Source: an optimization exercise on an open RTL-to-GDS flow (aim: small area). Production flows keep margins and buffers that such runs may drop.
Where RTL was checked, it was by simulation tests only, not by an equivalence proof against the original.
For run 3, only the layout was checked, not whether the RTL still works.

## flow/design.v

```verilog
module rgb_to_ycrcb(input clk,
	input [7:0] r,
	input [7:0] g,
	input [7:0] b,
	output [7:0] y,
	output [7:0] cr,
	output [7:0] cb);
reg w1_197;
reg w1_198;
reg w1_199;
reg w1_200;
reg w1_201;
reg w1_202;
reg w1_203;
reg w1_204;
reg w1_205;
reg w1_206;
reg w1_207;
reg w1_208;
reg w1_209;
reg w1_210;
reg w1_211;
reg w1_212;
reg r1_229;
reg r1_230;
reg r1_231;
reg r1_232;
reg r1_233;
reg r1_234;
reg r1_235;
reg r1_236;
reg b1_237;
reg b1_238;
reg b1_239;
reg b1_240;
reg b1_241;
reg b1_242;
reg b1_243;
reg b1_244;
reg y2_302;
reg y2_303;
reg y2_304;
reg y2_305;
reg y2_306;
reg y2_307;
reg y2_308;
reg y2_309;
reg wl2_310;
reg wl2_311;
reg wl2_312;
reg wl2_313;
reg wl2_314;
reg wl2_315;
reg wl2_316;
reg dh2_317;
reg dh2_318;
reg dh2_319;
reg dh2_320;
reg dh2_321;
reg dh2_322;
reg dh2_323;
reg dh2_324;
reg dh2_325;
reg eh2_326;
reg eh2_327;
reg eh2_328;
reg eh2_329;
reg eh2_330;
reg eh2_331;
reg eh2_332;
reg eh2_333;
reg eh2_334;
reg cr3_567;
reg cr3_568;
reg cr3_569;
reg cr3_570;
reg cr3_571;
reg cr3_572;
reg cr3_573;
reg cr3_574;
reg cb3_575;
reg cb3_576;
reg cb3_577;
reg cb3_578;
reg cb3_579;
reg cb3_580;
reg cb3_581;
reg cb3_582;
reg y3_583;
reg y3_584;
reg y3_585;
reg y3_586;
reg y3_587;
reg y3_588;
reg y3_589;
reg y3_590;
wire s1;
wire c2;
wire s3;
wire c4;
wire s5;
wire c6;
wire s7;
wire c8;
wire s9;
wire c10;
wire s11;
wire c12;
wire s13;
wire c14;
wire s15;
wire c16;
wire s17;
wire c18;
wire s19;
wire c20;
wire s21;
wire c22;
wire s23;
wire c24;
wire s25;
wire c26;
wire s27;
wire c28;
wire s29;
wire c30;
wire s31;
wire c32;
wire s33;
wire c34;
wire s35;
wire c36;
wire s37;
wire c38;
wire s39;
wire c40;
wire s41;
wire c42;
wire s43;
wire c44;
wire s45;
wire c46;
wire s47;
wire c48;
wire s49;
wire c50;
wire s51;
wire c52;
wire s53;
wire c54;
wire s55;
wire c56;
wire s57;
wire c58;
wire s59;
wire c60;
wire s61;
wire c62;
wire s63;
wire c64;
wire s65;
wire c66;
wire s67;
wire c68;
wire s69;
wire c70;
wire s71;
wire c72;
wire s73;
wire c74;
wire s75;
wire c76;
wire s77;
wire c78;
wire s79;
wire c80;
wire s81;
wire c82;
wire s83;
wire c84;
wire s85;
wire c86;
wire s87;
wire c88;
wire s89;
wire c90;
wire s91;
wire c92;
wire s93;
wire c94;
wire s95;
wire c96;
wire s97;
wire c98;
wire s99;
wire c100;
wire s101;
wire c102;
wire s103;
wire c104;
wire s105;
wire c106;
wire s107;
wire c108;
wire s109;
wire c110;
wire s111;
wire c112;
wire s113;
wire c114;
wire s115;
wire c116;
wire s117;
wire c118;
wire s119;
wire c120;
wire s121;
wire c122;
wire s123;
wire c124;
wire q125;
wire g126;
wire q127;
wire g128;
wire q129;
wire g130;
wire q131;
wire q132;
wire g133;
wire q134;
wire g135;
wire q136;
wire g137;
wire q138;
wire g139;
wire q140;
wire g141;
wire q142;
wire g143;
wire q144;
wire g145;
wire q146;
wire g147;
wire q148;
wire g149;
wire q150;
wire g151;
wire q152;
wire g153;
wire q154;
wire g155;
wire q156;
wire g157;
wire q158;
wire g159;
wire q160;
wire g161;
wire q162;
wire g163;
wire q164;
wire g165;
wire q166;
wire o167;
wire o168;
wire o169;
wire o170;
wire o171;
wire o172;
wire o173;
wire o174;
wire o175;
wire o176;
wire o177;
wire o178;
wire o179;
wire o180;
wire i181;
wire i182;
wire i183;
wire i184;
wire i185;
wire i186;
wire i187;
wire i188;
wire i189;
wire i190;
wire i191;
wire i192;
wire i193;
wire i194;
wire i195;
wire i196;
wire i213;
wire i214;
wire i215;
wire i216;
wire i217;
wire i218;
wire i219;
wire i220;
wire i221;
wire i222;
wire i223;
wire i224;
wire i225;
wire i226;
wire i227;
wire i228;
wire l245;
wire o246;
wire l247;
wire o248;
wire l249;
wire o250;
wire l251;
wire o252;
wire l253;
wire o254;
wire l255;
wire o256;
wire i257;
wire s258;
wire c259;
wire s260;
wire c261;
wire s262;
wire c263;
wire s264;
wire c265;
wire s266;
wire c267;
wire s268;
wire c269;
wire s270;
wire c271;
wire s272;
wire c273;
wire s274;
wire c275;
wire s276;
wire c277;
wire s278;
wire c279;
wire s280;
wire c281;
wire s282;
wire c283;
wire s284;
wire c285;
wire s286;
wire c287;
wire s288;
wire c289;
wire s290;
wire c291;
wire s292;
wire c293;
wire y294;
wire y295;
wire y296;
wire y297;
wire y298;
wire y299;
wire y300;
wire y301;
wire i335;
wire i336;
wire i337;
wire i338;
wire i339;
wire i340;
wire i341;
wire i342;
wire i343;
wire i344;
wire i345;
wire i346;
wire i347;
wire i348;
wire i349;
wire i350;
wire s351;
wire c352;
wire s353;
wire c354;
wire s355;
wire c356;
wire s357;
wire c358;
wire s359;
wire c360;
wire s361;
wire c362;
wire s363;
wire c364;
wire s365;
wire c366;
wire s367;
wire c368;
wire s369;
wire c370;
wire s371;
wire c372;
wire s373;
wire c374;
wire s375;
wire c376;
wire s377;
wire c378;
wire s379;
wire c380;
wire s381;
wire c382;
wire s383;
wire c384;
wire s385;
wire c386;
wire s387;
wire c388;
wire s389;
wire c390;
wire s391;
wire c392;
wire s393;
wire c394;
wire s395;
wire c396;
wire s397;
wire c398;
wire s399;
wire c400;
wire s401;
wire c402;
wire s403;
wire c404;
wire s405;
wire c406;
wire s407;
wire c408;
wire s409;
wire c410;
wire p411;
wire p412;
wire p413;
wire p414;
wire p415;
wire p416;
wire p417;
wire p418;
wire p419;
wire p420;
wire p421;
wire p422;
wire p423;
wire p424;
wire p425;
wire p426;
wire p427;
wire p428;
wire p429;
wire p430;
wire p431;
wire p432;
wire p433;
wire p434;
wire p435;
wire p436;
wire s437;
wire c438;
wire s439;
wire c440;
wire s441;
wire c442;
wire s443;
wire c444;
wire s445;
wire c446;
wire s447;
wire c448;
wire s449;
wire c450;
wire s451;
wire c452;
wire g453;
wire q454;
wire g455;
wire q456;
wire g457;
wire q458;
wire g459;
wire q460;
wire g461;
wire q462;
wire g463;
wire q464;
wire g465;
wire q466;
wire g467;
wire q468;
wire g469;
wire q470;
wire g471;
wire q472;
wire g473;
wire q474;
wire g475;
wire q476;
wire g477;
wire q478;
wire g479;
wire q480;
wire g481;
wire q482;
wire g483;
wire q484;
wire g485;
wire q486;
wire g487;
wire q488;
wire g489;
wire q490;
wire g491;
wire q492;
wire g493;
wire q494;
wire g495;
wire q496;
wire g497;
wire q498;
wire g499;
wire q500;
wire g501;
wire q502;
wire g503;
wire q504;
wire g505;
wire q506;
wire g507;
wire q508;
wire g509;
wire q510;
wire g511;
wire q512;
wire g513;
wire q514;
wire g515;
wire q516;
wire g517;
wire q518;
wire g519;
wire q520;
wire o521;
wire o522;
wire o523;
wire o524;
wire o525;
wire o526;
wire o527;
wire o528;
wire i529;
wire c530;
wire c531;
wire c532;
wire c533;
wire c534;
wire c535;
wire c536;
wire c537;
wire s538;
wire c539;
wire s540;
wire c541;
wire s542;
wire c543;
wire s544;
wire c545;
wire i546;
wire s547;
wire c548;
wire s549;
wire c550;
wire i551;
wire s552;
wire c553;
wire s554;
wire c555;
wire s556;
wire c557;
wire s558;
wire c559;
wire g560;
wire q561;
wire g562;
wire q563;
wire o564;
wire o565;
wire o566;
add3 u_s1 (.a(r[0]), .b(g[1]), .c(g[0]), .s(s1), .co(c2));
add3 u_s3 (.a(r[1]), .b(r[0]), .c(g[2]), .s(s3), .co(c4));
add3 u_s5 (.a(g[1]), .b(b[1]), .c(c2), .s(s5), .co(c6));
add3 u_s7 (.a(r[2]), .b(r[1]), .c(g[3]), .s(s7), .co(c8));
add3 u_s9 (.a(g[2]), .b(g[0]), .c(b[2]), .s(s9), .co(c10));
add3 u_s11 (.a(c4), .b(s7), .c(s9), .s(s11), .co(c12));
add3 u_s13 (.a(r[3]), .b(r[2]), .c(g[4]), .s(s13), .co(c14));
add3 u_s15 (.a(g[3]), .b(g[1]), .c(b[3]), .s(s15), .co(c16));
add3 u_s17 (.a(b[0]), .b(c8), .c(c10), .s(s17), .co(c18));
add3 u_s19 (.a(s13), .b(s15), .c(c12), .s(s19), .co(c20));
add3 u_s21 (.a(r[4]), .b(r[3]), .c(r[0]), .s(s21), .co(c22));
add3 u_s23 (.a(g[5]), .b(g[4]), .c(g[2]), .s(s23), .co(c24));
add3 u_s25 (.a(b[4]), .b(b[1]), .c(c14), .s(s25), .co(c26));
add3 u_s27 (.a(c16), .b(s21), .c(s23), .s(s27), .co(c28));
add3 u_s29 (.a(c18), .b(s25), .c(s27), .s(s29), .co(c30));
add3 u_s31 (.a(r[5]), .b(r[4]), .c(r[1]), .s(s31), .co(c32));
add3 u_s33 (.a(g[6]), .b(g[5]), .c(g[3]), .s(s33), .co(c34));
add3 u_s35 (.a(g[0]), .b(b[5]), .c(b[2]), .s(s35), .co(c36));
add3 u_s37 (.a(c22), .b(c24), .c(s31), .s(s37), .co(c38));
add3 u_s39 (.a(s33), .b(s35), .c(c26), .s(s39), .co(c40));
add3 u_s41 (.a(c28), .b(s37), .c(s39), .s(s41), .co(c42));
add3 u_s43 (.a(r[6]), .b(r[5]), .c(r[2]), .s(s43), .co(c44));
add3 u_s45 (.a(g[7]), .b(g[6]), .c(g[4]), .s(s45), .co(c46));
add3 u_s47 (.a(g[1]), .b(b[6]), .c(b[3]), .s(s47), .co(c48));
add3 u_s49 (.a(c32), .b(c34), .c(c36), .s(s49), .co(c50));
add3 u_s51 (.a(s43), .b(s45), .c(s47), .s(s51), .co(c52));
add3 u_s53 (.a(c38), .b(s49), .c(s51), .s(s53), .co(c54));
add2 u_s55 (.a(c40), .b(s53), .s(s55), .co(c56));
add3 u_s57 (.a(r[7]), .b(r[6]), .c(r[3]), .s(s57), .co(c58));
add3 u_s59 (.a(g[7]), .b(g[5]), .c(g[2]), .s(s59), .co(c60));
add3 u_s61 (.a(b[7]), .b(b[4]), .c(c44), .s(s61), .co(c62));
add3 u_s63 (.a(c46), .b(c48), .c(s57), .s(s63), .co(c64));
add3 u_s65 (.a(s59), .b(c50), .c(c52), .s(s65), .co(c66));
add3 u_s67 (.a(s61), .b(s63), .c(c54), .s(s67), .co(c68));
add3 u_s69 (.a(s65), .b(c56), .c(s67), .s(s69), .co(c70));
add3 u_s71 (.a(r[7]), .b(r[4]), .c(g[6]), .s(s71), .co(c72));
add3 u_s73 (.a(g[3]), .b(b[5]), .c(c58), .s(s73), .co(c74));
add3 u_s75 (.a(c60), .b(s71), .c(c62), .s(s75), .co(c76));
add3 u_s77 (.a(c64), .b(s73), .c(c66), .s(s77), .co(c78));
add3 u_s79 (.a(s75), .b(c68), .c(s77), .s(s79), .co(c80));
add3 u_s81 (.a(r[5]), .b(g[7]), .c(g[4]), .s(s81), .co(c82));
add3 u_s83 (.a(b[6]), .b(c72), .c(s81), .s(s83), .co(c84));
add3 u_s85 (.a(c74), .b(s83), .c(c76), .s(s85), .co(c86));
add2 u_s87 (.a(c78), .b(s85), .s(s87), .co(c88));
add3 u_s89 (.a(r[6]), .b(g[5]), .c(b[7]), .s(s89), .co(c90));
add3 u_s91 (.a(c82), .b(s89), .c(c84), .s(s91), .co(c92));
add2 u_s93 (.a(s91), .b(c86), .s(s93), .co(c94));
add3 u_s95 (.a(r[7]), .b(g[6]), .c(c90), .s(s95), .co(c96));
add2 u_s97 (.a(s95), .b(c92), .s(s97), .co(c98));
add2 u_s99 (.a(g[7]), .b(c96), .s(s99), .co(c100));
add2 u_s101 (.a(b[0]), .b(s1), .s(s101), .co(c102));
add2 u_s103 (.a(s3), .b(s5), .s(s103), .co(c104));
add2 u_s105 (.a(c6), .b(s11), .s(s105), .co(c106));
add2 u_s107 (.a(s17), .b(s19), .s(s107), .co(c108));
add2 u_s109 (.a(c20), .b(s29), .s(s109), .co(c110));
add2 u_s111 (.a(c30), .b(s41), .s(s111), .co(c112));
add2 u_s113 (.a(c42), .b(s55), .s(s113), .co(c114));
add2 u_s115 (.a(c70), .b(s79), .s(s115), .co(c116));
add2 u_s117 (.a(c80), .b(s87), .s(s117), .co(c118));
add2 u_s119 (.a(c88), .b(s93), .s(s119), .co(c120));
add2 u_s121 (.a(c94), .b(s97), .s(s121), .co(c122));
add2 u_s123 (.a(c98), .b(s99), .s(s123), .co(c124));
assign q125 = s101 & g[0];
assign g126 = c106 | (s105 & c104);
assign q127 = s105 & s103;
assign g128 = c110 | (s109 & c108);
assign q129 = s109 & s107;
assign g130 = c114 | (s113 & c112);
assign q131 = s113 & s111;
assign q132 = s115 & s69;
assign g133 = c120 | (s119 & c118);
assign q134 = s119 & s117;
assign g135 = c124 | (s123 & c122);
assign q136 = s123 & s121;
assign g137 = g126 | (q127 & c102);
assign q138 = q127 & q125;
assign g139 = g130 | (q131 & g128);
assign q140 = q131 & q129;
assign g141 = g133 | (q134 & c116);
assign q142 = q134 & q132;
assign g143 = g139 | (q140 & g137);
assign q144 = q140 & q138;
assign g145 = g141 | (q142 & g143);
assign q146 = q142 & q144;
assign g147 = g128 | (q129 & g137);
assign q148 = q129 & q138;
assign g149 = c116 | (q132 & g143);
assign q150 = q132 & q144;
assign g151 = g135 | (q136 & g145);
assign q152 = q136 & q146;
assign g153 = c104 | (s103 & c102);
assign q154 = s103 & q125;
assign g155 = c108 | (s107 & g137);
assign q156 = s107 & q138;
assign g157 = c112 | (s111 & g147);
assign q158 = s111 & q148;
assign g159 = 1'b0 | (s69 & g143);
assign q160 = s69 & q144;
assign g161 = c118 | (s117 & g149);
assign q162 = s117 & q150;
assign g163 = c122 | (s121 & g145);
assign q164 = s121 & q146;
assign g165 = 1'b0 | (c100 & g151);
assign q166 = c100 & q152;
assign o167 = s103 ^ c102;
assign o168 = s105 ^ g153;
assign o169 = s107 ^ g137;
assign o170 = s109 ^ g155;
assign o171 = s111 ^ g147;
assign o172 = s113 ^ g157;
assign o173 = s69 ^ g143;
assign o174 = s115 ^ g159;
assign o175 = s117 ^ g149;
assign o176 = s119 ^ g161;
assign o177 = s121 ^ g145;
assign o178 = s123 ^ g163;
assign o179 = c100 ^ g151;
assign o180 = 1'b0 ^ g165;
assign i181 = ~g[0];
assign i182 = ~s101;
assign i183 = ~o167;
assign i184 = ~o168;
assign i185 = ~o169;
assign i186 = ~o170;
assign i187 = ~o171;
assign i188 = ~o172;
assign i189 = ~o173;
assign i190 = ~o174;
assign i191 = ~o175;
assign i192 = ~o176;
assign i193 = ~o177;
assign i194 = ~o178;
assign i195 = ~o179;
assign i196 = ~o180;
always @(posedge clk) w1_197 <= i181;
always @(posedge clk) w1_198 <= i182;
always @(posedge clk) w1_199 <= i183;
always @(posedge clk) w1_200 <= i184;
always @(posedge clk) w1_201 <= i185;
always @(posedge clk) w1_202 <= i186;
always @(posedge clk) w1_203 <= i187;
always @(posedge clk) w1_204 <= i188;
always @(posedge clk) w1_205 <= i189;
always @(posedge clk) w1_206 <= i190;
always @(posedge clk) w1_207 <= i191;
always @(posedge clk) w1_208 <= i192;
always @(posedge clk) w1_209 <= i193;
always @(posedge clk) w1_210 <= i194;
always @(posedge clk) w1_211 <= i195;
always @(posedge clk) w1_212 <= i196;
assign i213 = ~w1_197;
assign i214 = ~w1_198;
assign i215 = ~w1_199;
assign i216 = ~w1_200;
assign i217 = ~w1_201;
assign i218 = ~w1_202;
assign i219 = ~w1_203;
assign i220 = ~w1_204;
assign i221 = ~w1_205;
assign i222 = ~w1_206;
assign i223 = ~w1_207;
assign i224 = ~w1_208;
assign i225 = ~w1_209;
assign i226 = ~w1_210;
assign i227 = ~w1_211;
assign i228 = ~w1_212;
always @(posedge clk) r1_229 <= r[0];
always @(posedge clk) r1_230 <= r[1];
always @(posedge clk) r1_231 <= r[2];
always @(posedge clk) r1_232 <= r[3];
always @(posedge clk) r1_233 <= r[4];
always @(posedge clk) r1_234 <= r[5];
always @(posedge clk) r1_235 <= r[6];
always @(posedge clk) r1_236 <= r[7];
always @(posedge clk) b1_237 <= b[0];
always @(posedge clk) b1_238 <= b[1];
always @(posedge clk) b1_239 <= b[2];
always @(posedge clk) b1_240 <= b[3];
always @(posedge clk) b1_241 <= b[4];
always @(posedge clk) b1_242 <= b[5];
always @(posedge clk) b1_243 <= b[6];
always @(posedge clk) b1_244 <= b[7];
assign l245 = i214 ^ i213;
assign o246 = i214 | i213;
assign l247 = i215 ^ o246;
assign o248 = i215 | o246;
assign l249 = i216 ^ o248;
assign o250 = i216 | o248;
assign l251 = i217 ^ o250;
assign o252 = i217 | o250;
assign l253 = i218 ^ o252;
assign o254 = i218 | o252;
assign l255 = i219 ^ o254;
assign o256 = i219 | o254;
assign i257 = ~o256;
add3 u_s258 (.a(r1_229), .b(w1_204), .c(i257), .s(s258), .co(c259));
add3 u_s260 (.a(r1_230), .b(w1_205), .c(c259), .s(s260), .co(c261));
add3 u_s262 (.a(r1_231), .b(w1_206), .c(c261), .s(s262), .co(c263));
add3 u_s264 (.a(r1_232), .b(w1_207), .c(c263), .s(s264), .co(c265));
add3 u_s266 (.a(r1_233), .b(w1_208), .c(c265), .s(s266), .co(c267));
add3 u_s268 (.a(r1_234), .b(w1_209), .c(c267), .s(s268), .co(c269));
add3 u_s270 (.a(r1_235), .b(w1_210), .c(c269), .s(s270), .co(c271));
add3 u_s272 (.a(r1_236), .b(w1_211), .c(c271), .s(s272), .co(c273));
add2 u_s274 (.a(w1_212), .b(c273), .s(s274), .co(c275));
add3 u_s276 (.a(b1_237), .b(w1_204), .c(i257), .s(s276), .co(c277));
add3 u_s278 (.a(b1_238), .b(w1_205), .c(c277), .s(s278), .co(c279));
add3 u_s280 (.a(b1_239), .b(w1_206), .c(c279), .s(s280), .co(c281));
add3 u_s282 (.a(b1_240), .b(w1_207), .c(c281), .s(s282), .co(c283));
add3 u_s284 (.a(b1_241), .b(w1_208), .c(c283), .s(s284), .co(c285));
add3 u_s286 (.a(b1_242), .b(w1_209), .c(c285), .s(s286), .co(c287));
add3 u_s288 (.a(b1_243), .b(w1_210), .c(c287), .s(s288), .co(c289));
add3 u_s290 (.a(b1_244), .b(w1_211), .c(c289), .s(s290), .co(c291));
add2 u_s292 (.a(w1_212), .b(c291), .s(s292), .co(c293));
assign y294 = i220 | i228;
assign y295 = i221 | i228;
assign y296 = i222 | i228;
assign y297 = i223 | i228;
assign y298 = i224 | i228;
assign y299 = i225 | i228;
assign y300 = i226 | i228;
assign y301 = i227 | i228;
always @(posedge clk) y2_302 <= y294;
always @(posedge clk) y2_303 <= y295;
always @(posedge clk) y2_304 <= y296;
always @(posedge clk) y2_305 <= y297;
always @(posedge clk) y2_306 <= y298;
always @(posedge clk) y2_307 <= y299;
always @(posedge clk) y2_308 <= y300;
always @(posedge clk) y2_309 <= y301;
always @(posedge clk) wl2_310 <= i213;
always @(posedge clk) wl2_311 <= l245;
always @(posedge clk) wl2_312 <= l247;
always @(posedge clk) wl2_313 <= l249;
always @(posedge clk) wl2_314 <= l251;
always @(posedge clk) wl2_315 <= l253;
always @(posedge clk) wl2_316 <= l255;
always @(posedge clk) dh2_317 <= s258;
always @(posedge clk) dh2_318 <= s260;
always @(posedge clk) dh2_319 <= s262;
always @(posedge clk) dh2_320 <= s264;
always @(posedge clk) dh2_321 <= s266;
always @(posedge clk) dh2_322 <= s268;
always @(posedge clk) dh2_323 <= s270;
always @(posedge clk) dh2_324 <= s272;
always @(posedge clk) dh2_325 <= s274;
always @(posedge clk) eh2_326 <= s276;
always @(posedge clk) eh2_327 <= s278;
always @(posedge clk) eh2_328 <= s280;
always @(posedge clk) eh2_329 <= s282;
always @(posedge clk) eh2_330 <= s284;
always @(posedge clk) eh2_331 <= s286;
always @(posedge clk) eh2_332 <= s288;
always @(posedge clk) eh2_333 <= s290;
always @(posedge clk) eh2_334 <= s292;
assign i335 = ~dh2_325;
assign i336 = ~wl2_310;
assign i337 = ~wl2_311;
assign i338 = ~wl2_312;
assign i339 = ~wl2_313;
assign i340 = ~wl2_314;
assign i341 = ~wl2_315;
assign i342 = ~wl2_316;
assign i343 = ~dh2_317;
assign i344 = ~dh2_318;
assign i345 = ~dh2_319;
assign i346 = ~dh2_320;
assign i347 = ~dh2_321;
assign i348 = ~dh2_322;
assign i349 = ~dh2_323;
assign i350 = ~dh2_324;
add2 u_s351 (.a(i337), .b(i340), .s(s351), .co(c352));
add3 u_s353 (.a(wl2_310), .b(i338), .c(i341), .s(s353), .co(c354));
add3 u_s355 (.a(wl2_311), .b(i339), .c(i342), .s(s355), .co(c356));
add3 u_s357 (.a(wl2_312), .b(i340), .c(i343), .s(s357), .co(c358));
add3 u_s359 (.a(wl2_313), .b(i341), .c(i344), .s(s359), .co(c360));
add3 u_s361 (.a(wl2_314), .b(i342), .c(i345), .s(s361), .co(c362));
add3 u_s363 (.a(wl2_315), .b(i343), .c(i346), .s(s363), .co(c364));
add3 u_s365 (.a(wl2_316), .b(i344), .c(i347), .s(s365), .co(c366));
add3 u_s367 (.a(dh2_317), .b(i345), .c(i348), .s(s367), .co(c368));
add3 u_s369 (.a(dh2_325), .b(i346), .c(i349), .s(s369), .co(c370));
add3 u_s371 (.a(dh2_318), .b(i347), .c(i350), .s(s371), .co(c372));
add3 u_s373 (.a(dh2_320), .b(dh2_325), .c(dh2_319), .s(s373), .co(c374));
add2 u_s375 (.a(i337), .b(i339), .s(s375), .co(c376));
add2 u_s377 (.a(i338), .b(i340), .s(s377), .co(c378));
add3 u_s379 (.a(wl2_310), .b(i339), .c(i341), .s(s379), .co(c380));
add3 u_s381 (.a(i342), .b(i336), .c(s351), .s(s381), .co(c382));
add3 u_s383 (.a(i343), .b(c352), .c(s353), .s(s383), .co(c384));
add3 u_s385 (.a(i344), .b(c354), .c(s355), .s(s385), .co(c386));
add3 u_s387 (.a(i345), .b(c356), .c(s357), .s(s387), .co(c388));
add3 u_s389 (.a(i346), .b(c358), .c(s359), .s(s389), .co(c390));
add3 u_s391 (.a(i347), .b(c360), .c(s361), .s(s391), .co(c392));
add3 u_s393 (.a(i348), .b(c362), .c(s363), .s(s393), .co(c394));
add3 u_s395 (.a(i349), .b(c364), .c(s365), .s(s395), .co(c396));
add3 u_s397 (.a(i350), .b(c366), .c(s367), .s(s397), .co(c398));
add3 u_s399 (.a(i344), .b(c368), .c(s369), .s(s399), .co(c400));
add3 u_s401 (.a(i345), .b(c370), .c(s371), .s(s401), .co(c402));
add3 u_s403 (.a(i348), .b(s373), .c(c372), .s(s403), .co(c404));
add3 u_s405 (.a(i349), .b(i347), .c(c374), .s(s405), .co(c406));
add3 u_s407 (.a(dh2_321), .b(i350), .c(i348), .s(s407), .co(c408));
add3 u_s409 (.a(dh2_323), .b(dh2_325), .c(dh2_322), .s(s409), .co(c410));
assign p411 = 1'b1 & i336;
assign p412 = 1'b1 | i336;
assign p413 = i338 & wl2_310;
assign p414 = i338 | wl2_310;
assign p415 = s375 & i336;
assign p416 = s375 | i336;
assign p417 = s377 & c376;
assign p418 = s377 | c376;
assign p419 = s379 & c378;
assign p420 = s379 | c378;
assign p421 = s381 & c380;
assign p422 = s381 | c380;
assign p423 = s383 & c382;
assign p424 = s383 | c382;
assign p425 = s385 & c384;
assign p426 = s385 | c384;
assign p427 = s387 & c386;
assign p428 = s387 | c386;
assign p429 = s389 & c388;
assign p430 = s389 | c388;
assign p431 = s391 & c390;
assign p432 = s391 | c390;
assign p433 = s393 & c392;
assign p434 = s393 | c392;
assign p435 = s395 & c394;
assign p436 = s395 | c394;
add2 u_s437 (.a(s397), .b(c396), .s(s437), .co(c438));
add2 u_s439 (.a(s399), .b(c398), .s(s439), .co(c440));
add2 u_s441 (.a(s401), .b(c400), .s(s441), .co(c442));
add2 u_s443 (.a(s403), .b(c402), .s(s443), .co(c444));
add2 u_s445 (.a(s405), .b(c404), .s(s445), .co(c446));
add2 u_s447 (.a(s407), .b(c406), .s(s447), .co(c448));
add2 u_s449 (.a(s409), .b(c408), .s(s449), .co(c450));
add2 u_s451 (.a(dh2_324), .b(c410), .s(s451), .co(c452));
assign g453 = 1'b0 | (i337 & p411);
assign q454 = i337 & p412;
assign g455 = p415 | (p416 & p413);
assign q456 = p416 & p414;
assign g457 = p419 | (p420 & p417);
assign q458 = p420 & p418;
assign g459 = p423 | (p424 & p421);
assign q460 = p424 & p422;
assign g461 = p427 | (p428 & p425);
assign q462 = p428 & p426;
assign g463 = p431 | (p432 & p429);
assign q464 = p432 & p430;
assign g465 = p435 | (p436 & p433);
assign q466 = p436 & p434;
assign g467 = c440 | (s439 & c438);
assign q468 = s439 & s437;
assign g469 = c444 | (s443 & c442);
assign q470 = s443 & s441;
assign g471 = c448 | (s447 & c446);
assign q472 = s447 & s445;
assign g473 = g455 | (q456 & g453);
assign q474 = q456 & q454;
assign g475 = g459 | (q460 & g457);
assign q476 = q460 & q458;
assign g477 = g463 | (q464 & g461);
assign q478 = q464 & q462;
assign g479 = g467 | (q468 & g465);
assign q480 = q468 & q466;
assign g481 = g471 | (q472 & g469);
assign q482 = q472 & q470;
assign g483 = g475 | (q476 & g473);
assign q484 = q476 & q474;
assign g485 = g479 | (q480 & g477);
assign q486 = q480 & q478;
assign g487 = g485 | (q486 & g483);
assign q488 = q486 & q484;
assign g489 = g477 | (q478 & g483);
assign q490 = q478 & q484;
assign g491 = g481 | (q482 & g487);
assign q492 = q482 & q488;
assign g493 = g457 | (q458 & g473);
assign q494 = q458 & q474;
assign g495 = g461 | (q462 & g483);
assign q496 = q462 & q484;
assign g497 = g465 | (q466 & g489);
assign q498 = q466 & q490;
assign g499 = g469 | (q470 & g487);
assign q500 = q470 & q488;
assign g501 = p413 | (p414 & g453);
assign q502 = p414 & q454;
assign g503 = p417 | (p418 & g473);
assign q504 = p418 & q474;
assign g505 = p421 | (p422 & g493);
assign q506 = p422 & q494;
assign g507 = p425 | (p426 & g483);
assign q508 = p426 & q484;
assign g509 = p429 | (p430 & g495);
assign q510 = p430 & q496;
assign g511 = p433 | (p434 & g489);
assign q512 = p434 & q490;
assign g513 = c438 | (s437 & g497);
assign q514 = s437 & q498;
assign g515 = c442 | (s441 & g487);
assign q516 = s441 & q488;
assign g517 = c446 | (s445 & g499);
assign q518 = s445 & q500;
assign g519 = c450 | (s449 & g491);
assign q520 = s449 & q492;
assign o521 = s437 ^ g497;
assign o522 = s439 ^ g513;
assign o523 = s441 ^ g487;
assign o524 = s443 ^ g515;
assign o525 = s445 ^ g499;
assign o526 = s447 ^ g517;
assign o527 = s449 ^ g491;
assign o528 = s451 ^ g519;
assign i529 = ~eh2_334;
assign c530 = wl2_310 & wl2_313;
assign c531 = (wl2_311 & wl2_314) | (wl2_311 & c530) | (wl2_314 & c530);
assign c532 = (wl2_312 & wl2_315) | (wl2_312 & c531) | (wl2_315 & c531);
assign c533 = (wl2_313 & wl2_316) | (wl2_313 & c532) | (wl2_316 & c532);
assign c534 = (wl2_314 & eh2_326) | (wl2_314 & c533) | (eh2_326 & c533);
assign c535 = (wl2_315 & eh2_327) | (wl2_315 & c534) | (eh2_327 & c534);
assign c536 = (wl2_316 & eh2_328) | (wl2_316 & c535) | (eh2_328 & c535);
assign c537 = (eh2_326 & eh2_329) | (eh2_326 & c536) | (eh2_329 & c536);
add3 u_s538 (.a(eh2_327), .b(eh2_330), .c(c537), .s(s538), .co(c539));
add3 u_s540 (.a(eh2_328), .b(eh2_331), .c(c539), .s(s540), .co(c541));
add3 u_s542 (.a(eh2_329), .b(eh2_332), .c(c541), .s(s542), .co(c543));
add3 u_s544 (.a(eh2_330), .b(eh2_333), .c(c543), .s(s544), .co(c545));
assign i546 = ~eh2_331;
add2 u_s547 (.a(i529), .b(i546), .s(s547), .co(c548));
xnor2m u_s549 (.a(eh2_332), .b(eh2_331), .y(s549));
or2m u_c550 (.a(eh2_332), .b(eh2_331), .y(c550));
assign i551 = ~eh2_333;
add2 u_s552 (.a(c545), .b(s547), .s(s552), .co(c553));
add2 u_s554 (.a(s549), .b(c548), .s(s554), .co(c555));
add2 u_s556 (.a(i551), .b(c550), .s(s556), .co(c557));
add2 u_s558 (.a(eh2_334), .b(eh2_333), .s(s558), .co(c559));
assign g560 = c555 | (s554 & c553);
assign q561 = s554 & s552;
assign g562 = c557 | (s556 & g560);
assign q563 = s556 & q561;
assign o564 = s554 ^ c553;
assign o565 = s556 ^ g560;
assign o566 = s558 ^ g562;
always @(posedge clk) cr3_567 <= o521;
always @(posedge clk) cr3_568 <= o522;
always @(posedge clk) cr3_569 <= o523;
always @(posedge clk) cr3_570 <= o524;
always @(posedge clk) cr3_571 <= o525;
always @(posedge clk) cr3_572 <= o526;
always @(posedge clk) cr3_573 <= o527;
always @(posedge clk) cr3_574 <= o528;
always @(posedge clk) cb3_575 <= s538;
always @(posedge clk) cb3_576 <= s540;
always @(posedge clk) cb3_577 <= s542;
always @(posedge clk) cb3_578 <= s544;
always @(posedge clk) cb3_579 <= s552;
always @(posedge clk) cb3_580 <= o564;
always @(posedge clk) cb3_581 <= o565;
always @(posedge clk) cb3_582 <= o566;
always @(posedge clk) y3_583 <= y2_302;
always @(posedge clk) y3_584 <= y2_303;
always @(posedge clk) y3_585 <= y2_304;
always @(posedge clk) y3_586 <= y2_305;
always @(posedge clk) y3_587 <= y2_306;
always @(posedge clk) y3_588 <= y2_307;
always @(posedge clk) y3_589 <= y2_308;
always @(posedge clk) y3_590 <= y2_309;
assign y = {y3_590, y3_589, y3_588, y3_587, y3_586, y3_585, y3_584, y3_583};
assign cr = {cr3_574, cr3_573, cr3_572, cr3_571, cr3_570, cr3_569, cr3_568, cr3_567};
assign cb = {cb3_582, cb3_581, cb3_580, cb3_579, cb3_578, cb3_577, cb3_576, cb3_575};
endmodule
module add3(input a, input b, input c, output s, output co);
assign s = a ^ b ^ c;
assign co = (a & b) | (a & c) | (b & c);
endmodule
module xnor2m(input a, input b, output y);
assign y = ~(a ^ b);
endmodule
module or2m(input a, input b, output y);
assign y = a | b;
endmodule
module add2(input a, input b, output s, output co);
assign s = a ^ b;
assign co = a & b;
endmodule
```

## flow/flow/run.sh

```bash
#!/bin/bash
bash standard.sh "BUFFER_PORTS_ARGS=-buffer_cell sky130_fd_sc_hd__buf_1" \
  "CTS_ARGS=-sink_clustering_enable -repair_clock_nets -dont_use_dummy_load -buf_list {sky130_fd_sc_hd__clkbuf_4 sky130_fd_sc_hd__clkbuf_8} -sink_clustering_size 20" \
  finish > standard.log 2>&1
```

## flow/standard.sh

```bash
#!/bin/bash
# synth_recipe.tcl (not shown) runs the flow's synth.tcl, then flattens the netlist and writes it again
# the make line also repeats each setting of config.mk as NAME=value (left out here)
make -C /OpenROAD-flow-scripts/flow DESIGN_CONFIG=/design/flow/config.mk WORK_HOME=/design/flow/orfs CLKGATE_MAP_FILE= SYNTH_SCRIPT=/design/flow/synth_recipe.tcl "${@:-finish}"
```

## flow/config.mk

```make
export PLATFORM = sky130hd
export DESIGN_NAME = rgb_to_ycrcb
export DESIGN_NICKNAME = rgb_to_ycrcb
export VERILOG_FILES = /design/flow/design.v
export SDC_FILE = /design/flow/constraint.sdc
export NUM_CORES = 4
export LEC_CHECK = 0
export CAP_MARGIN = 20
export CORE_MARGIN = 2
export CORE_UTILIZATION = 70
export GPL_TIMING_DRIVEN = 0
export PLACE_DENSITY = 0.8
export SLEW_MARGIN = 20
export SYNTH_HIERARCHICAL = 1
export SYNTH_MINIMUM_KEEP_SIZE = 0
```

## flow/constraint.sdc

```tcl
create_clock -name core_clock -period 5.0 [get_ports {clk}]
set_input_delay 1.0000 -clock core_clock [delete_from_list [all_inputs] [get_ports {clk}]]
set_output_delay 1.0000 -clock core_clock [all_outputs]
set_load 0.01 [all_outputs]
```

==> results_dict.tcl, run 1 <==
set metrics [dict create \
    run_status "complete, no violations" \
    postSynth.asyncResetShare 0 \
    slew_headroom 0.7353 \
    drtIter0Drc 76 \
    utilization 0.7863 \
    cts_resized 3 \
    h-tree-depth 3 \
    synth_seq_cells 89 \
    synth.avg_cell_area_um2 13.33 \
    wirelength_um 9368 \
    antenna_found_initial 0 \
    path_clk_slew_ns 0.09 \
    min_period_ns 4.858 \
    portBuffers 48 \
    gp_congestion 0.8446 \
    maxCapViolCount 0 \
    clkSinkCount 89 \
    num-fill-cells 464 \
    netlist_area_um2 5253 \
    ys_types 43 \
    dieArea_um2 8213 \
    layout.nets 624 \
    placementRows 31 \
    critPathKind "flip-flop to flip-flop" \
    clock-skew-final_ns 0.02796 \
    clock_latency_ns 0.35 \
    cts_setup_buffers 0 \
    postSynthCellCount 394 \
    layout-area-overhead-vs-synth_pct 8.576 \
    syn-num-nets 565 \
    drc 0 \
    antenna_cells 0 \
    startpoint_type "flip-flop" \
    fin_hold_ws_ns 0.3278 \
    path_max_fanout 2 \
    slowest_delay_ns 0.40 \
    fin_cells 550 \
    dp_hpwl_um 7917 \
    via_per_inst 5.407 \
    cts_tree "built" \
    die_h_um 90.63 \
    die_w_um 90.63 \
    crit_path_frequent_cell "ha_1" \
    grt_pass1_vias 3428 \
    path_cells "ha_1 -> ha_1 -> ha_1 -> ha_1 -> ha_1 -> ha_2 -> fa_2 -> fa_2 -> fa_1 -> fa_2 -> fa_1 -> fa_2 -> fa_1 -> fa_1 -> ha_1" \
    required_ns 5.23 \
    ys_warn_count 7 \
    grt_first_pass_wirelength_um 16070 \
    ys_seq_area_frac 0.3392 \
    hold_class "flip-flop to flip-flop" \
    routedWlPerCell_um 17.03 \
    crit_buf_inv 0 \
    hold_viol_final 0 \
    tightest_slew_ns 0.3970 \
    slew_viol_final 0 \
    cp_slowest_cell "fa_1" \
    crit_arrival_ns 5.09 \
    cts_buffers 9 \
    grtUsageTotal 0.2565 \
    setup_viol 0 \
    vias 2974 \
    first_pass_iters 4 \
    cts_hold_repair.buffers 0 \
    ys.flop_type "dfxtp_1" \
    grt_max_degree 17 \
    endpoint_kind "flip-flop" \
    clock-root-buffer "clkbuf_8" \
    ant_nets 0 \
    critPathTopFamily "adder cells" \
    overflow 0 \
    start_util 0.7242 \
    synth_edf_count 0 \
    drive_above_1_share 0.1153 \
    ios 49 \
    max_freq_ghz 0.2058 \
    clock_path_buffers 2 \
    fin_crit_sh 0.9717 \
    dp.cells 541 \
    core_area_um2 7253 \
]
path summary, 6_finish.rpt:
kind              startpoint      end  slack [ns]  cells past startpoint
hold reg to reg       y2_304   y3_585        0.33                      0
setup / recovery      w1_197  eh2_334        0.14                     15
setup reg to reg      w1_197  eh2_334        0.14                     15
hold / removal        y2_304   y3_585        0.33                      0
Yosys stat by module, one instance, submodules excluded:
| module | flip-flops and latches | cells | copies in the design | area [um2] |
|---|---|---|---|---|
| add2 | 0 | 1 | 35 | 12.51 |
| or2m | 0 | 1 | 1 | 6.256 |
| rgb_to_ycrcb | 89 | 265 | 1 | 2958 |
| add3 | 0 | 1 | 92 | 20.02 |
| xnor2m | 0 | 1 | 1 | 8.758 |
metal layers:
layer,global-route usage,part of all wire
met3,0.04341,0.032
met4,0.07949,0.026
met2,0.4845,0.55
met1,0.2959,0.39
met5,0,0
cell usage in the layout, fill, tap and decap left out, types with 5 or more instances in the layout:
cell type  instances
a21o_1             7
a21oi_1            7
buf_1             48
buf_4             24
clkbuf_8           9
dfxtp_1           89
fa_1              84
fa_2               8
ha_1              53
inv_1             30
nand2_1           13
nor2_1            20
o21ai_0            7
xnor2_1            7
xor2_1             5
cell type report:
class	count	area (um2)	share of cell area
clock buffers	9	123.9	0.02172
plain buffers	25	183.9	0.03225
repair buffers	48	180.2	0.03159
well taps	99	123.9	0.02172
inverters	31	116.4	0.02040
flip-flops and latches	89	1782	0.3124
multi-input cells	249	3193	0.5599
metrics by stage:
step | instance area (um2) | setup TNS, ns | setup WS, ns
after floorplan | 5253 | 0 | 0.2316
after global placement | 5557 | -0.03895 | -0.03895
after detailed placement | 5557 | -0.2332 | -0.07707
after CTS | 5688 | 0 | 0.009638
after global routing | 5703 | -0.008139 | -0.008139
final | 5703 | 0 | 0.1415
synth_stat cells (all sizes together), types with 2 or more instances:
cell,count,area (um2)
nand2,13,48.80
and2,2,12.51
nor2,20,75.07
a21oi,8,43.79
nand2b,2,12.51
buf,24,180.2
nor3,2,10.01
dfxtp,89,1782
a2bb2oi,2,17.52
a221oi,2,23.77
o21ai,8,40.03
ha,54,675.7
a31o,3,26.28
xnor2,7,61.31
a21o,7,52.55
inv,31,116.4
or2,3,18.77
fa,92,1842
a22oi,2,15.01
xor2,5,43.79
maj3,3,31.28
logic make-up (layout without fill, tap and decap cells):
family	after synthesis	after routing	share of synthesized area
AO/OA/AOI/OAI	43	43	0.06122
AND/OR/NAND/NOR	45	45	0.03716
buffers and inverters	56	113	0.05717
XOR/XNOR	12	12	0.02001
flip-flops	89	89	0.3392
adder cells (fa/ha/maj)	149	149	0.4852
==> run 2, diff against run 1 <==
--- a/flow/config.mk
+++ b/flow/config.mk
@@ -8,7 +8,6 @@
 export CAP_MARGIN = 20
 export CORE_MARGIN = 2
 export CORE_UTILIZATION = 70
-export GPL_TIMING_DRIVEN = 0
 export PLACE_DENSITY = 0.8
 export SLEW_MARGIN = 20
 export SYNTH_HIERARCHICAL = 1
==> run 2 against run 1 <==
Net effect: still clean on timing, DRC and antenna; global-route usage down 1.2 points; clock skew grew 0.0048 ns; register-to-register slack lost 0.06 ns; largest cell class unchanged; highest routed layer unchanged.
==> results_dict.tcl, run 2 <==
set metrics [dict create \
    hold_class "flip-flop to flip-flop" \
    cp_slowest_cell "fa_1" \
    routedWlPerCell_um 17.36 \
    grt_pass1_vias 3277 \
    ant_nets 0 \
    setup_viol 0 \
    ios 49 \
    yosys.area_share.simple 0.03716 \
    drc 0 \
    fin_crit_sh 0.9845 \
    path_clk_slew_ns 0.08 \
    yosysMostFrequentCell "fa_1" \
    cts_buffers 9 \
    first_pass_iters 4 \
    overflow 0 \
    synth.avg_cell_area_um2 13.33 \
    tightest_slew_ns 0.3770 \
    max_freq_ghz 0.2032 \
    reg2reg_slack_ns 0.08 \
    critPathTopFamily "adder cells" \
    startpoint_type "flip-flop" \
    clock_path_buffers 2 \
    ys_warn_count 7 \
    r2r-start "w1_197" \
    met2WireLength_um 4941 \
    muxShareOfSynthArea 0 \
    dr_wl_met3_um 259 \
    regArea_um2 1782 \
    run_status "complete, no violations" \
    routed.top_layer "met4" \
    utilization 0.7699 \
    antenna_cells 0 \
    drtIter0Drc 93 \
    clock_latency_ns 0.35 \
    netlist_area_um2 5253 \
    path_cells "ha_1 -> ha_1 -> ha_1 -> ha_1 -> ha_1 -> ha_1 -> fa_1 -> fa_2 -> fa_2 -> fa_2 -> fa_1 -> fa_1 -> fa_1 -> fa_2 -> ha_1" \
    slew_viol_final 0 \
    clock-skew-final_ns 0.03272 \
    dp_hpwl_um 7862 \
    synth_commonest_cells "fa_1 (92), dfxtp_1 (89), ha_1 (54)" \
    core_area_um2 7253 \
    finish.instance_area_um2 5584 \
    clock-root-buffer "clkbuf_8" \
    slowest_delay_ns 0.43 \
    vias 2915 \
    layout_common_cells "dfxtp_1 (89), fa_1 (84), ha_1 (54)" \
    ys_types 43 \
    reg2reg_depth 15 \
    grt_max_degree 16 \
    h-tree-depth 3 \
    via_per_inst 5.459 \
    maxCapViolCount 0 \
    dieArea_um2 8213 \
    syn-num-nets 565 \
    multi_input_comb_area_um2 3191 \
    pre_cts_slack_ns -0.02138 \
    grt_first_pass_wirelength_um 15310 \
    endpoint_kind "flip-flop" \
    synth_edf_count 0 \
    hold_viol_final 0 \
    crit_cells 15 \
    synth-adder-area-share 0.4852 \
    critPathCapture "dh2_325" \
    start_util 0.7242 \
    placed_area_um2 5440 \
    clkSinkCount 89 \
    wirelength_um 9271 \
    critPathKind "flip-flop to flip-flop" \
    die_w_um 90.63 \
    fin_ws_ns 0.07769 \
    synthDominantCellAreaShare 0.3506 \
    drive_above_1_share 0.08276 \
    ys_top_cells_by_area "fa_1 (35%), dfxtp_1 (34%), ha_1 (13%)" \
    synth_seq_cells 89 \
    portBuffers 48 \
    yosysTopAreaCell "fa_1" \
    met1_length_um 3939 \
    required_ns 5.23 \
    ys_seq_area_frac 0.3392 \
    layout-area-overhead-vs-synth_pct 6.313 \
    crit_path_frequent_cell "ha_1" \
    synth_top_family_by_area "adder cells" \
    cts_hold_repair.buffers 0 \
    path_max_fanout 2 \
    crit_arrival_ns 5.15 \
    synth-compound-area-share 0.06122 \
    ys.flop_type "dfxtp_1" \
    grtUsageTotal 0.2447 \
    gp_congestion 0.9230 \
    final_common_cell "dfxtp_1" \
    min_period_ns 4.922 \
    layout.nets 608 \
    die_h_um 90.63 \
    cts_tree "built" \
    r2r_end "dh2_325" \
    postSynth.asyncResetShare 0 \
    postSynthCellCount 394 \
    synth_xor_area_frac 0.02001 \
    num-fill-cells 487 \
    crit_path_start "w1_197" \
    placementRows 31 \
    crit_buf_inv 0 \
    antenna_found_initial 0 \
    slew_headroom 0.7459 \
]
[run 2: cell count changes in the layout (fill, tap and decap cells not counted), sizes merged]
cell / change
buf: -15
clkbuf: -1
[run 2: cell type report]
| cell class | count | area share |
|---|---|---|
| clock buffers | 9 | 0.02218 |
| flip-flops and latches | 89 | 0.3191 |
| well taps | 99 | 0.02218 |
| inverters | 31 | 0.02084 |
| repair buffers | 57 | 0.04436 |
| multi-input cells | 249 | 0.5714 |
[run 2: metrics by stage]
step	TNS, ns	std cells	hold slack (ns)
3_5_place_dp	-0.02138	525	0.3121
5_1_grt	-0.08589	534	0.3391
3_3_place_gp	0	525	0.3101
6_report	0	534	0.3289
4_1_cts	0	534	0.3316
2_1_floorplan	0	394	0.3096
[run 2: timing repair]
item                       4_1_cts  5_1_grt
gates resized for setup          1        7
setup endpoints to repair        1        2
buffers inserted                 0        0
hold endpoints to repair         0        0
pin swaps                        0        0
[run 2: how the worst min path moves through the flow]
stage	depth (start not counted)	end	slack (ns)	from
global route	0	y3_584	0.34	y2_303
global placement	0	y3_590	0.31	y2_309
detailed placement	0	y3_586	0.31	y2_305
CTS	0	y3_583	0.33	y2_302
finish	0	y3_583	0.33	y2_302
floorplan	0	y3_583	0.31	y2_302
[run 2: logic make-up (layout without fill, tap and decap cells)]
group	Yosys count	count (layout)
compound gates	43	43
xor+xnor	12	12
fa+ha+maj	149	149
buf+inv	56	97
flops	89	89
simple gates	45	45
[run 2: Yosys stat by module (local to each module, per instance)]
| module | flops+latches | cells | copies in the design |
|---|---|---|---|
| add2 | 0 | 1 | 35 |
| add3 | 0 | 1 | 92 |
| or2m | 0 | 1 | 1 |
| rgb_to_ycrcb | 89 | 265 | 1 |
| xnor2m | 0 | 1 | 1 |
[run 2: layer usage]
metal | GRT usage | up-vias
li1 | - | 1351
met1 | 0.3104 | 1477
met2 | 0.4384 | 75
met3 | 0.03339 | 12
met4 | 0.07564 | 0
met5 | 0 | -
==> run 3, diff against run 2 <==
--- a/flow/design.v
+++ b/flow/design.v
@@ -318,7 +318,7 @@
 wire o254;
 wire l255;
 wire o256;
-wire i257;
+wire z257;
 wire s258;
 wire c259;
 wire s260;
@@ -789,8 +789,8 @@
 assign o254 = i218 | o252;
 assign l255 = i219 ^ o254;
 assign o256 = i219 | o254;
-assign i257 = ~o256;
-add3 u_s258 (.a(r1_229), .b(w1_204), .c(i257), .s(s258), .co(c259));
+zero7 u_z257 (.a({i219, i218, i217, i216, i215, i214, i213}), .z(z257));
+add3 u_s258 (.a(r1_229), .b(w1_204), .c(z257), .s(s258), .co(c259));
 add3 u_s260 (.a(r1_230), .b(w1_205), .c(c259), .s(s260), .co(c261));
 add3 u_s262 (.a(r1_231), .b(w1_206), .c(c261), .s(s262), .co(c263));
 add3 u_s264 (.a(r1_232), .b(w1_207), .c(c263), .s(s264), .co(c265));
@@ -799,7 +799,7 @@
 add3 u_s270 (.a(r1_235), .b(w1_210), .c(c269), .s(s270), .co(c271));
 add3 u_s272 (.a(r1_236), .b(w1_211), .c(c271), .s(s272), .co(c273));
 add2 u_s274 (.a(w1_212), .b(c273), .s(s274), .co(c275));
-add3 u_s276 (.a(b1_237), .b(w1_204), .c(i257), .s(s276), .co(c277));
+add3 u_s276 (.a(b1_237), .b(w1_204), .c(z257), .s(s276), .co(c277));
 add3 u_s278 (.a(b1_238), .b(w1_205), .c(c277), .s(s278), .co(c279));
 add3 u_s280 (.a(b1_239), .b(w1_206), .c(c279), .s(s280), .co(c281));
 add3 u_s282 (.a(b1_240), .b(w1_207), .c(c281), .s(s282), .co(c283));
@@ -1066,6 +1066,9 @@
 assign s = a ^ b ^ c;
 assign co = (a & b) | (a & c) | (b & c);
 endmodule
+module zero7(input [6:0] a, output z);
+assign z = ~(|a);
+endmodule
 module xnor2m(input a, input b, output y);
 assign y = ~(a ^ b);
 endmodule
==> run 3 against run 2 <==
Net effect: wire length grew 0.92%; flip-flop and latch count is the same; core utilization grew 0.19 points; global-route usage grew 0.93 points; first-iteration DRC count shrank 11%; sequential share of layout area shrank 0.25 points; count of clock-buffer cells in the layout is the same.
==> results_dict.tcl, run 3 <==
set metrics [dict create \
    crit_path_frequent_cell "fa_1" \
    netlist_area_um2 5309 \
    run_status "complete, no violations" \
    ys_types 39 \
    gp_congestion 0.8933 \
    maxCapViolCount 0 \
    ant_nets 0 \
    utilization 0.7718 \
    cts_tree "built" \
    wirelength_um 9356 \
    vias 2994 \
    path_clk_slew_ns 0.09 \
    ys_seq_area_frac 0.3356 \
    clock-root-buffer "clkbuf_8" \
    postSynth.asyncResetShare 0 \
    crit_arrival_ns 4.85 \
    tightest_slew_ns 0.3948 \
    setup_viol 0 \
    cts_buffers 9 \
    overflow 0 \
    grt_pass1_vias 3422 \
    fin_setup_tns_ns 0 \
    syn-num-nets 580 \
    path_cells "buf_1 -> fa_1 -> fa_1 -> fa_1 -> fa_1 -> fa_1 -> ha_1 -> o211ai_1 -> nor2_1 -> and3_1 -> o31ai_1 -> nand2_1 -> ha_1 -> nor2_1 -> xor2_1" \
    hold_viol_final 0 \
    die_h_um 91.09 \
    synth_top_family_by_area "adder cells" \
    start_util 0.7280 \
    synth_edf_count 0 \
    ys_warn_count 7 \
    first_pass_iters 4 \
    clock-skew-final_ns 0.03138 \
    crit_path_start "g[4]" \
    clkSinkCount 89 \
    slew_viol_final 0 \
    cts_setup_buffers 0 \
    yosys.area_share.simple 0.04525 \
    max_freq_ghz 0.2182 \
    grtUsageTotal 0.2540 \
    endpoint_kind "flip-flop" \
    synth_xor_area_frac 0.02145 \
    drtIter0Drc 83 \
    layout-area-overhead-vs-synth_pct 6.010 \
    postSynthCellCount 410 \
    routedWlPerCell_um 16.98 \
    min_period_ns 4.582 \
    h-tree-depth 3 \
    synth-compound-area-share 0.06646 \
    drive_above_1_share 0.05088 \
    ys_top_cells_by_area "fa_1 (35%), dfxtp_1 (34%), ha_1 (12%)" \
    clock_path_buffers 2 \
    synth_commonest_cells "fa_1 (92), dfxtp_1 (89), ha_1 (53)" \
    yosysTopAreaCell "fa_1" \
    fin_crit_sh 0.9164 \
    startpoint_type "primary input" \
    drc 0 \
    grt_max_degree 17 \
    ios 49 \
    layout_common_cells "fa_1 (92), dfxtp_1 (89), ha_1 (53)" \
    dieArea_um2 8296 \
    dp_hpwl_um 7848 \
    r2r-start "w1_201" \
    ys.flop_type "dfxtp_1" \
    yosysMostFrequentCell "fa_1" \
    final_common_cell "fa_1" \
    min_from "y2_309" \
    grt_first_pass_wirelength_um 15970 \
    slowest_delay_ns 0.50 \
    synth_seq_cells 89 \
    synth.avg_cell_area_um2 12.95 \
    cp_slowest_cell "fa_1" \
    placementRows 31 \
    grt_setup_unrepaired "false" \
    clock_latency_ns 0.36 \
    via_per_inst 5.434 \
    hold_depth 0 \
    portBuffers 48 \
    muxShareOfSynthArea 0 \
    synth-adder-area-share 0.4718 \
    layout.nets 624 \
    critPathKind "primary input to flip-flop" \
    antenna_cells 0 \
    required_ns 5.27 \
    path_max_fanout 4 \
    hold_class "flip-flop to flip-flop" \
    reg2reg_depth 12 \
    slew_headroom 0.7346 \
    antenna_found_initial 0 \
    cts_resized 0 \
    die_w_um 91.09 \
    synthDominantCellAreaShare 0.3469 \
    cts_hold_repair.buffers 0 \
    core_area_um2 7292 \
]
## run 3: critical path: cells and delay by family
kind / cells / cell delay [ns]
AOI/OAI and AO/OA: 2 / 0.19
and+or+nand+nor: 4 / 0.48
buffers and inverters: 1 / 0.25
adders and majority gates: 7 / 2.80
xor gates and xnor gates: 1 / 0.14
## run 3: path summary, 6_finish.rpt
| path | slack [ns] | to |
|---|---|---|
| max | 0.42 | w1_210 |
| min | 0.33 | y3_590 |
| max reg2reg | 0.87 | eh2_334 |
| min reg2reg | 0.33 | y3_590 |
## run 3: kinds of logic (layout without fill, tap and decap cells)
group	Yosys count	in the layout
AOI/OAI and AO/OA	51	51
xor gates and xnor gates	13	13
adders and majority gates	145	145
buffers and inverters	60	102
DFF	89	89
and+or+nand+nor	52	52
## run 3: cell type report
| type | instances | area (um2) |
|---|---|---|
| fillers | 485 | 1664 |
| flip-flops and latches | 89 | 1782 |
| inverters | 35 | 131.4 |
| clock buffers | 9 | 123.9 |
| well taps | 99 | 123.9 |
| multi-input cells | 261 | 3212 |
| repair buffers | 58 | 255.2 |
## run 3: metrics by stage
step	setup WS [ns]	instance area [um2]	hold slack, ns	cells
after floorplan	0.5201	5309	0.3096	410
after global placement	0.1530	5504	0.3105	542
after detailed placement	0.05494	5504	0.3136	542
after CTS	0.3989	5628	0.3338	551
after global routing	0.2085	5628	0.3521	551
final	0.4178	5628	0.3333	551
## run 3: modules after synthesis (local to each module, per instance)
module	cells inside	times used	area, um2
zero7	2	1	20.02
rgb_to_ycrcb	279	1	2994
add2	1	35	12.51
or2m	1	1	6.256
add3	1	92	20.02
xnor2m	1	1	8.758
## run 3: routing by layer
layer  global-route usage  share of wire
met1               0.3012           0.42
met2               0.4642           0.53
met3              0.04564          0.030
met4              0.08838          0.019
met5                    0              0

[afterwards: timing with drivers on the ports]
How much do the figures lean on ideal ports? The routed layouts below were timed once more, with nothing changed but the port constraints. Step 1, drivers: a clkbuf_16 drives clk and a buf_2 each remaining input, both assumed. Step 2 times the ports against the registers' clock, not the clock port: input delays grow and output delays shrink by t, the midpoint of the rising clock arrivals with the driver on. Slacks: no drivers / after step 1 / after step 2; pairs: no drivers / after step 1.
run	shift t [ns]	slack for setup (ns)	clock arrival spread, ns	worst register clock-pin slew, ns
run 1	0.363	0.142 / 0.142 / -0.065	0.028 / 0.028	0.09 / 0.09
run 2	0.362	0.078 / 0.078 / 0.018	0.033 / 0.033	0.09 / 0.09
run 3	0.370	0.418 / 0.426 / 0.056	0.031 / 0.032	0.09 / 0.09
With both steps, setup timing fails in run 1, where it was met with ideal ports. For run 3, which loses most, drivers alone change the setup slack by +0.008 ns; drivers and shift together by -0.362 ns.
